What follows belongs to an exercise in optimizing a design on an open flow for small area, a short achievable clock period and few clock cycles; a production flow would make more cautious choices.
In this exercise RTL edits were held to simulation tests only and were not proved equivalent to the original.

`flow/run.sh`:
```
#!/bin/bash
# synth_recipe.tcl (not shown) runs the flow's synth.tcl, then flattens the netlist and writes it again
# the make line also repeats each setting of config.mk as NAME=value (left out here)
make -C /OpenROAD-flow-scripts/flow DESIGN_CONFIG=/design/flow/config.mk WORK_HOME=/design/flow/orfs CLKGATE_MAP_FILE= SYNTH_SCRIPT=/design/flow/synth_recipe.tcl finish
```
`flow/config.mk`:
```
export PLATFORM = sky130hd
export DESIGN_NAME = Datapath
export DESIGN_NICKNAME = Datapath
export VERILOG_FILES = /design/flow/design.v
export SDC_FILE = /design/flow/constraint.sdc
export NUM_CORES = 4
export LEC_CHECK = 0
export CAP_MARGIN = 20
export CORE_MARGIN = 2
export CORE_UTILIZATION = 40
export SLEW_MARGIN = 20
```
`flow/constraint.sdc`:
```
create_clock -name core_clock -period 10.0 [get_ports {clk}]
set_input_delay 2.0000 -clock core_clock [delete_from_list [all_inputs] [get_ports {clk}]]
set_output_delay 2.0000 -clock core_clock [all_outputs]
set_load 0.01 [all_outputs]
```
`flow/design.v`:
```
module Decoder ( input [3:0] reg_addr,
                 output [13:0] out
);
  reg [13:0] register;
  always @(*) begin
    case (reg_addr) 
            4'b0001: register = 14'b10000000000000;  
			4'b0010: register = 14'b01000000000000;  
			4'b0011: register = 14'b00100000000000;  
			4'b0100: register = 14'b00010000000000;  
			4'b0101: register = 14'b00001000000000;  
			4'b0110: register = 14'b00000100000000;  
			4'b0111: register = 14'b00000010000000;  
			4'b1000: register = 14'b00000001000000;  
			4'b1001: register = 14'b00000000100000;  
			4'b1010: register = 14'b00000000010000;  
			4'b1011: register = 14'b00000000001000;  
			4'b1100: register = 14'b00000000000100;  
            4'b1101: register = 14'b00000000000010;  
            4'b1110: register = 14'b00000000000001;  
			default: register = 14'b00000000000000;  
    endcase   
  end
    assign out = register;
endmodule  
module Controller ( input clk, rst, neg_flag,
                    input [23:0] IR,
                    output reg IR_write, IR_read, IRAM_read, DRAM_read, DRAM_write, MDR_write, MDR_read, AC_write, AC_read, ALU_MUX, AC_reset, 
                        L_write, L_read, X_read, X_write, CenterP_write, CenterP_read, J_read, J_write, MAR_write, MAR_read, T_write, T_read, H_read, H_write,
                        W_read, W_write, PC_write, K_read, K_write, Count_write, Count_read, PC_inc, PC_read, 
                    output reg [2:0] ALU_op,
                    output reg [2:0] MUX,
                    output halted
);
    reg [4:0] state;
    reg [3:0] read_reg;
    reg [3:0] write_reg;
    wire [13:0] out_w;
    wire [13:0] out_r;
    Decoder write(write_reg, out_w);
    Decoder read(read_reg, out_r);
    assign halted = (state == 5'd0);
    always @(posedge clk) begin
        if (rst) begin
            state <= 5'd1;
            PC_inc <= 1'b0;
            AC_reset <= 1'b0;
            DRAM_write <= 1'b0;
            DRAM_read <= 1'b0;
            IRAM_read <= 1'b0;
            ALU_MUX <= 1'b0;
            MUX <= 3'b111;
            ALU_op <= 3'b000;
            write_reg <= 4'b0;
            read_reg <= 4'b0;
            {H_read, W_read, K_read, Count_read, X_read, J_read, L_read, CenterP_read, T_read, AC_read, PC_read, MDR_read, MAR_read, IR_read} <= 14'b0;
            {H_write, W_write, K_write, Count_write, X_write, J_write, L_write, CenterP_write, T_write, AC_write, PC_write, MDR_write, MAR_write, IR_write} <= 14'b0;
        end
        else case (state)
            5'd0 : begin  
                PC_inc <= 1'b0;
            end
            5'd1 : begin  
                PC_inc <= 1'b0; 
                AC_reset <= 0; 
                DRAM_write <= 1'b0;
                DRAM_read <= 1'b0;
                ALU_MUX <= 0;
                MUX <= 3'b111;
                write_reg <= 4'b0;
                read_reg <= 4'b0;
                {H_read, W_read, K_read, Count_read, X_read, J_read, L_read, CenterP_read, T_read, AC_read, PC_read, MDR_read, MAR_read, IR_read} <= 14'b0;
                {H_write, W_write, K_write, Count_write, X_write, J_write, L_write, CenterP_write, T_write, AC_write, PC_write, MDR_write, MAR_write, IR_write} <= 14'b0;
                IR_write <= 1'b1;
                IRAM_read <= 1'b1;
                state <= 5'd2;
            end
            5'd2 : begin  
                IR_write <= 1'b0;
                IRAM_read <= 1'b0;
                PC_inc <= 1'b1;
                read_reg <= IR[12:9];
                write_reg <= IR[8:5];
                state <= IR[4:0];
            end
            5'd3 : begin  
                PC_inc <= 1'b0;
                DRAM_read <= 1'b1;
                MDR_write <= 1'b1;
                state <= 5'd4;
            end
            5'd4 : begin  
                DRAM_read <= 1'b0;
                MDR_write <= 1'b0;
                MDR_read <= 1'b1;
                AC_write <= 1'b1;
                ALU_MUX <= 1'b0;
                state <= 5'd1;
            end
            5'd5 : begin  
                PC_inc <= 1'b0;
                AC_read <= 1'b1;
                ALU_MUX <= 1'b0;
                MDR_write <= 1'b1;
                state <= 5'd6;
            end
            5'd6 : begin  
                AC_read <= 1'b0;
                MDR_write <= 1'b0;
                DRAM_write <= 1'b1;
                state <= 5'd1;
            end
            5'd7 : begin  
                PC_inc <= 1'b0;
                AC_reset <= 1'b1;
                state <= 5'd1;
            end
            5'd8 : begin  
                PC_inc <= 1'b0;
                ALU_MUX <= 1'b0;
                {H_write, W_write, K_write, Count_write, X_write, J_write, L_write, CenterP_write, T_write, AC_write, PC_write, MDR_write, MAR_write, IR_write} <= {out_w};
                {H_read, W_read, K_read, Count_read, X_read, J_read, L_read, CenterP_read, T_read, AC_read, PC_read, MDR_read, MAR_read, IR_read} <= {out_r};
                state <= 5'd1;
            end 
            5'd9 : begin  
                PC_inc <= 1'b0;
                ALU_op <= 3'b110;
                ALU_MUX <= 1'b1;
                AC_write <= 1'b1;
                state <= 5'd1;
            end
            5'd10 : begin  
                PC_inc <= 1'b0;
                ALU_op <= 3'b111;
                ALU_MUX <= 1'b1;
                AC_write <= 1'b1;
                state <= 5'd1;
            end
            5'd11 : begin  
                PC_inc <= 1'b0;
                MUX <= write_reg[3:0];
                ALU_op <= 3'b000;
                ALU_MUX <= 1'b1;
                AC_write <= 1'b1;
                state <= 5'd1;
            end
            5'd12 : begin  
                PC_inc <= 1'b0;
                MUX <= write_reg[3:0];
                ALU_op <= 3'b001;
                ALU_MUX <= 1'b1;
                AC_write <= 1'b1;
                state <= 5'd1;
            end
            5'd13 : begin  
                PC_inc <= 1'b0;
                ALU_op <= 3'b101;
                ALU_MUX <= 1'b1;
                AC_write <= 1'b1;
                state <= 5'd1;
            end
            5'd14 : begin  
                PC_inc <= 1'b0;
                ALU_op <= 3'b010;
                ALU_MUX <= 1'b1;
                AC_write <= 1'b1;
                state <= 5'd1;
            end            
            5'd15 : begin  
                PC_inc <= 1'b0;
                ALU_op <= 3'b011;
                ALU_MUX <= 1'b1;
                AC_write <= 1'b1;
                state <= 5'd1;
            end
            5'd16 : begin  
                PC_inc <= 1'b0;
                MUX <= write_reg[3:0];
                ALU_op <= 3'b100;
                ALU_MUX <= 1'b1;
                AC_write <= 1'b1;
                state <= 5'd1;
            end
            5'd17 : begin  
                PC_inc <= 1'b0;
                MUX <= write_reg[3:0];
                ALU_op <= 3'b001;
                state <= 5'd18;
            end 
            5'd18 : begin  
                if (neg_flag) begin
                    PC_inc <= 1'b1;
                    state <= 5'd1;
                end
                else begin
                    IR_write <= 1'b1;
                    IRAM_read <= 1'b1;
                    state <= 5'd19;                    
                end
            end
            5'd19 : begin   
                IR_write <= 1'b0;
                IRAM_read <= 1'b0;
                IR_read <= 1'b1;
                PC_write <= 1'b1;
                state <= 5'd1;
            end 
            5'd20 : begin  
                PC_inc <= 1'b1;
                IR_write <= 1'b1;
                IRAM_read <= 1'b1;
                state <= 5'd21;
            end
            5'd21 : begin  
                PC_inc <= 1'b0;
                IR_write <= 1'b0;
                IRAM_read <= 1'b0;
                IR_read <= 1'b1; 
                ALU_MUX <= 1'b0;
                {H_write, W_write, K_write, Count_write, X_write, J_write, L_write, CenterP_write, T_write, AC_write, PC_write, MDR_write, MAR_write, IR_write} <= {out_w};
                state <= 5'd1;
            end
        endcase
    end
endmodule  
module ALU ( input [2:0] operation,
             input [23:0] alu_in1,  
             input [23:0] alu_in2,  
             output [23:0] alu_out,
             output neg_flag
);
    reg [23:0] result;
    always @(*) begin
        case (operation)
            3'b000: result = alu_in1 + alu_in2;
            3'b001: result = alu_in1 - alu_in2;
            3'b010: result = alu_in1 * 2;
            3'b011: result = alu_in1 * 4;
            3'b100: result = alu_in1 * alu_in2;
            3'b101: result = alu_in1 / 16;
            3'b110: result = alu_in1 + 1;
            3'b111: result = alu_in1 - 1;
            default : result = 24'd0;
        endcase
    end
    assign neg_flag = (result[23] == 1'b1) ? 1'b1: 1'b0;
    assign alu_out = result;
endmodule  
module ALU_MUX (input clk, mux,
                input [23:0] ALU_out,
                input [23:0] Bus_out,
                output [23:0] MUX_out
);
    assign MUX_out = mux ? ALU_out : Bus_out ;
endmodule  
module MUX ( input clk, 
             input [2:0] mux,
             input [23:0] L,
             input [23:0] W,
             input [23:0] K,
             input [23:0] T,
             input [23:0] X,
             input [23:0] J,
             output [23:0] MUX_out   
);
    assign MUX_out = (mux == 3'b111) ? L  : (mux == 3'b010) ? W : (mux == 3'b011) ? K : (mux == 3'b001) ? T : (mux == 3'b101) ? X : (mux == 3'b110) ? J : L;
endmodule  
module AC ( input clk, read_bus, write, reset,
            input [23:0] data_in,
            output [23:0] BUS_OUT, 
            output [23:0] ALU_IN 
);
    reg [23:0] register ;
    always @(posedge clk ) begin
        if (write) begin
            register <= data_in;
        end 
        if (reset) begin
            register <= 24'b0;
        end
    end
    assign ALU_IN = register;
    assign BUS_OUT = read_bus ? register : 24'd0;
endmodule  
module GPR1 ( input clk, read_bus, write,
              input [23:0] data_in,
              output [23:0] MUX,
              output [23:0] BUS_OUT
);
    reg [23:0] register;
    always @(posedge clk ) begin
        if (write) begin
            register <= data_in;
        end
    end
    assign MUX = register;
    assign BUS_OUT = read_bus ? register : 24'd0;
endmodule  
module GPR2 (input clk, write, read,
             input [23:0] data_in,
             output [23:0] data_out
);
    reg [23:0] register ;
    always @(posedge clk ) begin
        if (write) begin
            register <= data_in;
        end
    end
    assign data_out = read ? register : 24'd0;
endmodule  
module IR ( input clk, write, read,
            input [23:0] ins_in,      
            output [23:0] ins_out     
);
    reg [23:0] register;
    always @(posedge clk ) begin
        if (write) begin
            register <= ins_in;
        end
    end
  assign ins_out = read ? register : 24'd0; 
endmodule  
module MAR (input clk, rst, write,
            input [23:0] addr_in,
            output [23:0] DMEM    
);
    reg [23:0] register ;
    assign DMEM = register ;
    always @(posedge clk ) begin
        if (rst) begin
            register <= 24'b0 ;
        end
        else if (write) begin
            register <= addr_in ;
        end
    end
endmodule  
module MDR (input clk, write, read_bus,
            input [23:0] data_in,
            output [23:0] Bus_out,
            output [23:0] DMEM 
);
    reg [23:0] register ;
    assign DMEM = register;
    always @(posedge clk ) begin
        if (write) begin
            register <= data_in;
        end    
    end
    assign Bus_out = read_bus ? register : 24'd0;
endmodule  
module PC (input clk, rst, write, PC_INC,
           input [23:0] ins_in,       
           output [23:0] ins_out      
);
    reg [23:0] register ;
    assign ins_out = register;
    always @(posedge clk ) begin
        if (write) begin
            register <= ins_in;
        end
        if (PC_INC) begin
            register <= register + 24'b00000001;
        end
        if (rst) begin
            register <= 24'b0;
        end
    end
endmodule  
module Bus ( input clk, rst, H_read, W_read, K_read, Count_read, X_read, J_read, L_read, CenterP_read, T_read, AC_read, PC_read, MDR_read, MAR_read, IR_read,
                H_write, W_write, K_write, Count_write, X_write, J_write, L_write, CenterP_write, T_write, AC_write, PC_write, MDR_write, MAR_write, IR_write, 
                DRAM_read, AC_reset, PC_inc,
             input [2:0] mux_ctrl,
             input [23:0] FROM_IRAM,  
             input [23:0] FROM_DMEM,   
             input [23:0] C_Bus, 
             output [23:0] B_Bus, ALU_IN, TO_DMEM, IRAM_addr, MUX_out, DMEM_addr, IR_out
     );
    wire [23:0] MUX_J, MUX_L, MUX_K, MUX_T, MUX_X, MUX_W, MDR_out, H_out, CenterP_out, J_out, Count_out, X_out, L_out, W_out, K_out, T_out, AC_out, ALU_IN_;
    MUX mux(.clk(clk), .mux(mux_ctrl), .L(MUX_L), .W(MUX_W), .K(MUX_K), .T(MUX_T), .X(MUX_X), .J(MUX_J), .MUX_out(MUX_out));
    MAR MAR(.clk(clk), .rst(rst), .write(MAR_write), .addr_in(C_Bus), .DMEM(DMEM_addr));  
    MDR MDR(.clk(clk), .write(MDR_write), .read_bus(MDR_read), .data_in(C_Bus), .Bus_out(MDR_out), .DMEM(TO_DMEM));  
    PC PC(.clk(clk), .rst(rst), .write(PC_write), .PC_INC(PC_inc), .ins_in(C_Bus), .ins_out(IRAM_addr));  
    IR IR(.clk(clk), .write(IR_write), .read(IR_read), .ins_in(FROM_IRAM), .ins_out(IR_out));  
    GPR2 H(.clk(clk), .write(H_write), .read(H_read), .data_in(C_Bus), .data_out(H_out));  
    GPR2 CenterP(.clk(clk), .write(CenterP_write), .read(CenterP_read), .data_in(C_Bus), .data_out(CenterP_out));  
    GPR1 J(.clk(clk), .write(J_write), .read_bus(J_read), .data_in(C_Bus), .MUX(MUX_J), .BUS_OUT(J_out));  
    GPR2 Count(.clk(clk), .write(Count_write), .read(Count_read), .data_in(C_Bus), .data_out(Count_out));  
    GPR1 X(.clk(clk), .write(X_write), .read_bus(X_read), .data_in(C_Bus), .MUX(MUX_X), .BUS_OUT(X_out));  
    GPR1 L(.clk(clk), .write(L_write), .read_bus(L_read), .data_in(C_Bus), .MUX(MUX_L), .BUS_OUT(L_out));  
    GPR1 W(.clk(clk), .write(W_write), .read_bus(W_read), .data_in(C_Bus), .MUX(MUX_W), .BUS_OUT(W_out));  
    GPR1 K(.clk(clk), .write(K_write), .read_bus(K_read), .data_in(C_Bus), .MUX(MUX_K), .BUS_OUT(K_out));  
    GPR1 T(.clk(clk), .write(T_write), .read_bus(T_read), .data_in(C_Bus), .MUX(MUX_T), .BUS_OUT(T_out));  
    AC AC(.clk(clk), .read_bus(AC_read), .write(AC_write), .reset(AC_reset), .data_in(C_Bus), .BUS_OUT(AC_out), .ALU_IN(ALU_IN));  
    assign B_Bus = DRAM_read ? FROM_DMEM : Count_read ? Count_out : W_read ? W_out : IR_read ? IR_out : K_read ? K_out : AC_read ? AC_out : H_read ? H_out : T_read ? T_out : CenterP_read ? CenterP_out : J_read ? J_out : X_read ? X_out : L_read ? L_out : MDR_read ? MDR_out : T_read ? T_out : AC_read ? AC_out : 24'b0;
endmodule  
module Datapath (input clk, rst,
                 input [23:0] imem_data,    
                 input [23:0] dmem_rdata,   
                 output [23:0] imem_addr,   
                 output [23:0] dmem_addr,   
                 output [23:0] dmem_wdata,  
                 output dmem_we,            
                 output halted              
);
    wire IR_write, IR_read, IRAM_read, DRAM_read, DRAM_write, MDR_write, MDR_read, AC_write, AC_read, alu_mux, AC_reset, 
                        L_write, L_read, X_read, X_write, CenterP_write, CenterP_read, J_read, J_write, MAR_write, MAR_read, T_write, T_read, H_read, H_write,
                        W_read, W_write, PC_write, K_read, K_write, Count_write, Count_read, PC_inc, PC_read, neg_flag;
    wire [23:0] TO_DMEM, FROM_DMEM, FROM_IRAM, C_Bus, B_Bus, ALU_out, ALU_IN, MUX_out, IR, IRAM_addr, IR_out, DMEM_addr;
    wire [2:0] ALU_op, mux_ctrl;
    assign FROM_DMEM = dmem_rdata;
    assign FROM_IRAM = imem_data;
    assign imem_addr = IRAM_addr;
    assign dmem_addr = DMEM_addr;
    assign dmem_wdata = TO_DMEM;
    assign dmem_we = DRAM_write;
    Bus BUS(.clk(clk), .rst(rst), .AC_read(AC_read), .AC_reset(AC_reset), .L_read(L_read), .L_write(L_write), .X_read(X_read), .X_write(X_write), .CenterP_write(CenterP_write), 
    .CenterP_read(CenterP_read), .J_read(J_read), .J_write(J_write), .MAR_write(MAR_write), .MAR_read(MAR_read),.PC_read(PC_read), .PC_inc(PC_inc), .IR_read(IR_read),
    .T_write(T_write), .T_read(T_read), .H_read(H_read), .H_write(H_write), .W_read(W_read), .AC_write(AC_write), .W_write(W_write), .DRAM_read(DRAM_read), .IR_write(IR_write),
    .PC_write(PC_write), .K_read(K_read), .K_write(K_write), .Count_write(Count_write), .Count_read(Count_read), .MDR_write(MDR_write), .MDR_read(MDR_read), 
    .mux_ctrl(mux_ctrl), .FROM_DMEM(FROM_DMEM), .FROM_IRAM(FROM_IRAM), .C_Bus(C_Bus), .IR_out(IR_out),
    .B_Bus(B_Bus), .ALU_IN(ALU_IN), .TO_DMEM(TO_DMEM), .IRAM_addr(IRAM_addr), .MUX_out(MUX_out), .DMEM_addr(DMEM_addr));
    ALU ALU(.operation(ALU_op), .alu_in1(ALU_IN), .alu_in2(MUX_out), .alu_out(ALU_out), .neg_flag(neg_flag));
    ALU_MUX ALU_MUX(.clk(clk), .mux(alu_mux), .ALU_out(ALU_out), .Bus_out(B_Bus), .MUX_out(C_Bus));
    Controller Controller(.clk(clk), .rst(rst), .halted(halted), .PC_read(PC_read), .neg_flag(neg_flag), .IR(FROM_IRAM), .IR_write(IR_write), .L_read(L_read),
    .IRAM_read(IRAM_read), .PC_inc(PC_inc), .DRAM_read(DRAM_read), .DRAM_write(DRAM_write), .MDR_read(MDR_read),
    .MDR_write(MDR_write), .AC_write(AC_write), .ALU_MUX(alu_mux), .AC_read(AC_read), .IR_read(IR_read),
    .AC_reset(AC_reset), .L_write(L_write), .X_read(X_read), .X_write(X_write), .CenterP_write(CenterP_write), 
    .CenterP_read(CenterP_read), .J_read(J_read), .J_write(J_write), .MAR_write(MAR_write), .MAR_read(MAR_read), 
    .T_write(T_write), .T_read(T_read), .H_read(H_read), .H_write(H_write), .W_read(W_read), .W_write(W_write), 
    .PC_write(PC_write), .K_read(K_read), .K_write(K_write), .Count_write(Count_write), .Count_read(Count_read), 
    .ALU_op(ALU_op), .MUX(mux_ctrl));
endmodule  
```
==> run summary <==
metrics by stage:
step / setup WS (ns) / instance area (µm²)
final: 0.499 / 34700
after global routing: 0.187 / 34700
after CTS: 0.710 / 34700
after global placement: 0.807 / 33400
after detailed placement: 0.745 / 33400
after floorplan: 1.92 / 31100
how the worst max path moves through the flow:
stage | endpoint | slack, ns | cells past startpoint
after global routing | BUS.Count.register[23] | 0.19 | 29
after detailed placement | BUS.CenterP.register[23] | 0.75 | 30
final | BUS.X.register[23] | 0.50 | 28
after CTS | BUS.Count.register[23] | 0.71 | 30
after global placement | BUS.MDR.register[23] | 0.81 | 28
after floorplan | Controller.PC_inc | 1.92 | 34
placed cells by master (no fill, tap or decap), types with 62 or more instances in the layout:
cell / n
a21oi_1: 144
a221oi_1: 62
and2_1: 136
buf_4: 97
clkdlybuf4s50_1: 122
dfxtp_1: 134
edfxtp_1: 264
fa_1: 214
ha_1: 108
inv_1: 344
mux2i_1: 62
nand2_1: 374
nor2_1: 247
nor2b_1: 65
o21ai_0: 159
routing by layer:
| layer | vias to the layer above | track usage (%) | part of all wire (%) |
|---|---|---|---|
| met5 | - | 0 | 0 |
| met4 | 0 | 13.3 | 5.4 |
| met2 | 1380 | 47.6 | 47 |
| met1 | 12882 | 37.4 | 40 |
| met3 | 272 | 3.76 | 7.6 |
| li1 | 11712 | - | - |
layout make-up:
cell class	instances	area (µm²)	share of cell area (%)
antenna	1	2.50	0.00720
clock buffer	55	1160	3.34
clock inverter	21	158	0.454
inverter	352	1320	3.80
multi-input combinational	2338	17900	51.5
sequential	412	10900	31.4
tap	1040	1300	3.75
timing repair buffer	222	2010	5.78
kinds of logic (layout without fill, tap and decap cells):
family | after synthesis | after routing | synth area share [%]
other | 0 | 1 | 0
buffers and inverters | 585 | 650 | 7.53
and+or+nand+nor | 1050 | 1050 | 15.9
adders and majority gates | 322 | 322 | 18.1
DFF | 412 | 412 | 35.0
AOI/OAI and AO/OA | 807 | 807 | 18.0
xor gates and xnor gates | 71 | 71 | 2.27
muxes | 88 | 88 | 3.05
tightest hold or removal path, stage by stage, from the launching register on:
cell and delay, ns:
dfxtp_1 0.30, nand2_1 0.04, a21oi_1 0.06
==> metrics.md <==
| Metric | Value |
|---|---|
| Outcome | `timing/DRC/antenna clean` |
| Class of the worst hold path | `register to register` |
| Net count of the finished layout | `3739` |
| Max transition margin | `29.3%` |
| Area grow syn2layout | `11.8%` |
| R2R cell count | `28` |
| Die X-Extent | `283 µm` |
| Count of hold buffers inserted by post-cts repair | `0` |
| HPWL after detailed placement | `85.7 mm` |
| Worst Min Path Start | `Controller.out_w[2]` |
| Routability-driven placement congestion ratio | `0.994` |
| Via density | `5.91` |
| Reported max-cap violation count | `0` |
| Initial DRT Pass Iterations | `8` |
| Number of buffer and inverter stages on the critical path | `5` |
| Final wirelength | `114 mm` |
| Number of instances on the worst hold path | `2` |
| Vias in the first global route | `25608` |
| Startpoint type of the worst setup path | `register` |
| Top-level port count | `124` |
| Number of CTS-inserted buffers | `41` |
| Post-route DRC | `0` |
| Final core utilization | `45.0%` |
| Number of warnings issued by yosys | `10` |
| Cell area after synthesis | `31100 µm²` |
| Global-route wire length before repair | `169 mm` |
| Setup CP Type | `register to register` |
| Hold slack final | `0.445 ns` |
| Post-synth cell types | `91` |
| Cell with the most instances after synthesis | `nand2_1` |
| Top_reg_cell synth | `edfxtp_1` |
| Startpoint of the most critical setup path | `Controller.MUX[1]` |
| Post-route fraction of the period consumed by the critical path | `95.0%` |
| DR WL/cell | `25.8 µm` |
| Total nets after synthesis | `3707` |
| Post-CTS setup repair buffer count | `0` |
| Die extent in y | `283 µm` |
| Delay of the slowest cell on the worst path | `0.68 ns` |
| Total GRT Usage | `28.7%` |
| Flop and latch count out of synthesis | `412` |
| Gr ovfl total | `0` |
| Critical register-to-register path endpoint | `BUS.X.register[23]` |
| CP required | `10.25 ns` |
| Antenna violations before repair | `2` |
| Total placed cells including tap cells | `4364` |
| Cell with the largest stage delay on the worst path | `a32oi_2` |
| Startpoint of the most critical register-to-register path | `Controller.MUX[1]` |
| Clock-pin slew reported for the worst setup and hold paths after clock tree synthesis | `0.06 ns` |
| Clk sink count | `412` |
| Synth Instances | `3335` |
| Initial core utilization | `40.2%` |
| TritonCTS clock tree | `built` |
| Remaining antenna violation count | `0` |
| Via count | `26246` |
| Slack of the worst reg-to-reg path | `0.50 ns` |
| Arrival time at the worst endpoint | `9.76 ns` |
| Post-CTS resize count | `0` |
| Transition time of the tightest slew-check pin | `1.05 ns` |
| Iteration-0 DRC count of the detailed router | `2755` |
| Filler cells | `7502` |
| RSZ-0062 raised after global routing | `false` |
| Sequential-to-total area share from yosys stat | `35.0%` |
| Die area | `79900 µm²` |
| Maximum number of pins on one net before global-route repair | `70` |
| Cell taking the most area after synthesis | `edfxtp_1` |
| Worst setup skew after layout | `0.0276 ns` |
| Rows | `102` |
| Fraction of final layout cells with drive strength greater than 1 | `6.91%` |
| Critical path capture point type | `register` |
| Cell types occupying the most area after synthesis | `edfxtp_1, fa_1, dfxtp_1` |
| Synth async-reset ratio | `0%` |
| Core outline area | `77200 µm²` |
| Post-synth EDFFs | `264` |
| Maximum clock frequency | `0.105 GHz` |
| Number of pins with negative max-slew slack in the final report | `0` |
| Hold Vio Cnt, Final | `0` |
| Post-synth top cells | `nand2_1, inv_1, edfxtp_1` |
| Depth of the CTS H-tree | `2` |
| Final std cells w/o fill | `4441` |
| Hold path endpoint | `Controller.MDR_write` |
| Aggregate negative setup slack | `0 ns` |
| Largest delay contributor family on the critical path | `adder cells` |
| Deepest clock path buffer count | `3` |
| Largest fanout on the critical path | `23` |
| Synthesized area per cell | `9.32 µm²` |
| Buffers added on ports | `123` |
| Period minus WS final | `9.50 ns` |
| Final Setup Violations | `0` |
| Clock Latency Late Sink | `0.60 ns` |
| Top cell type's share of synthesized area | `25.5%` |
| Clock tree root buffer cell | `clkbuf_16` |
Testbench counts, summed over its fixed seeds: cycles 309,012.

-- afterwards: timing with drivers on the ports --
The flow's constraints put no driver on any port. The routed layout listed below was extracted and timed again, unchanged, in two steps.
Step 1, drivers: a clkbuf_16 drives clk and a buf_2 each remaining input, both assumed.
Step 2 moves the port delays by t, midway between the first and last clock arrival at a register: inputs arrive t later, outputs are due t later. That takes back most of the time a late clock gives input paths.
a / b / c = ideal ports / drivers / drivers and shift; a / b = the first two.
t (ns): 0.645
setup WS [ns]: 0.499 / 0.499 / 0.499
worst register clock-pin slew, ns: 0.08 / 0.08
worst slew at a driven data input, ns: 0.04
cell pins on the clock port's net: 1
After both steps setup and hold are still met in this run. The setup slack of this run moves by 0.000 ns with the drivers and by 0.000 ns with both steps.
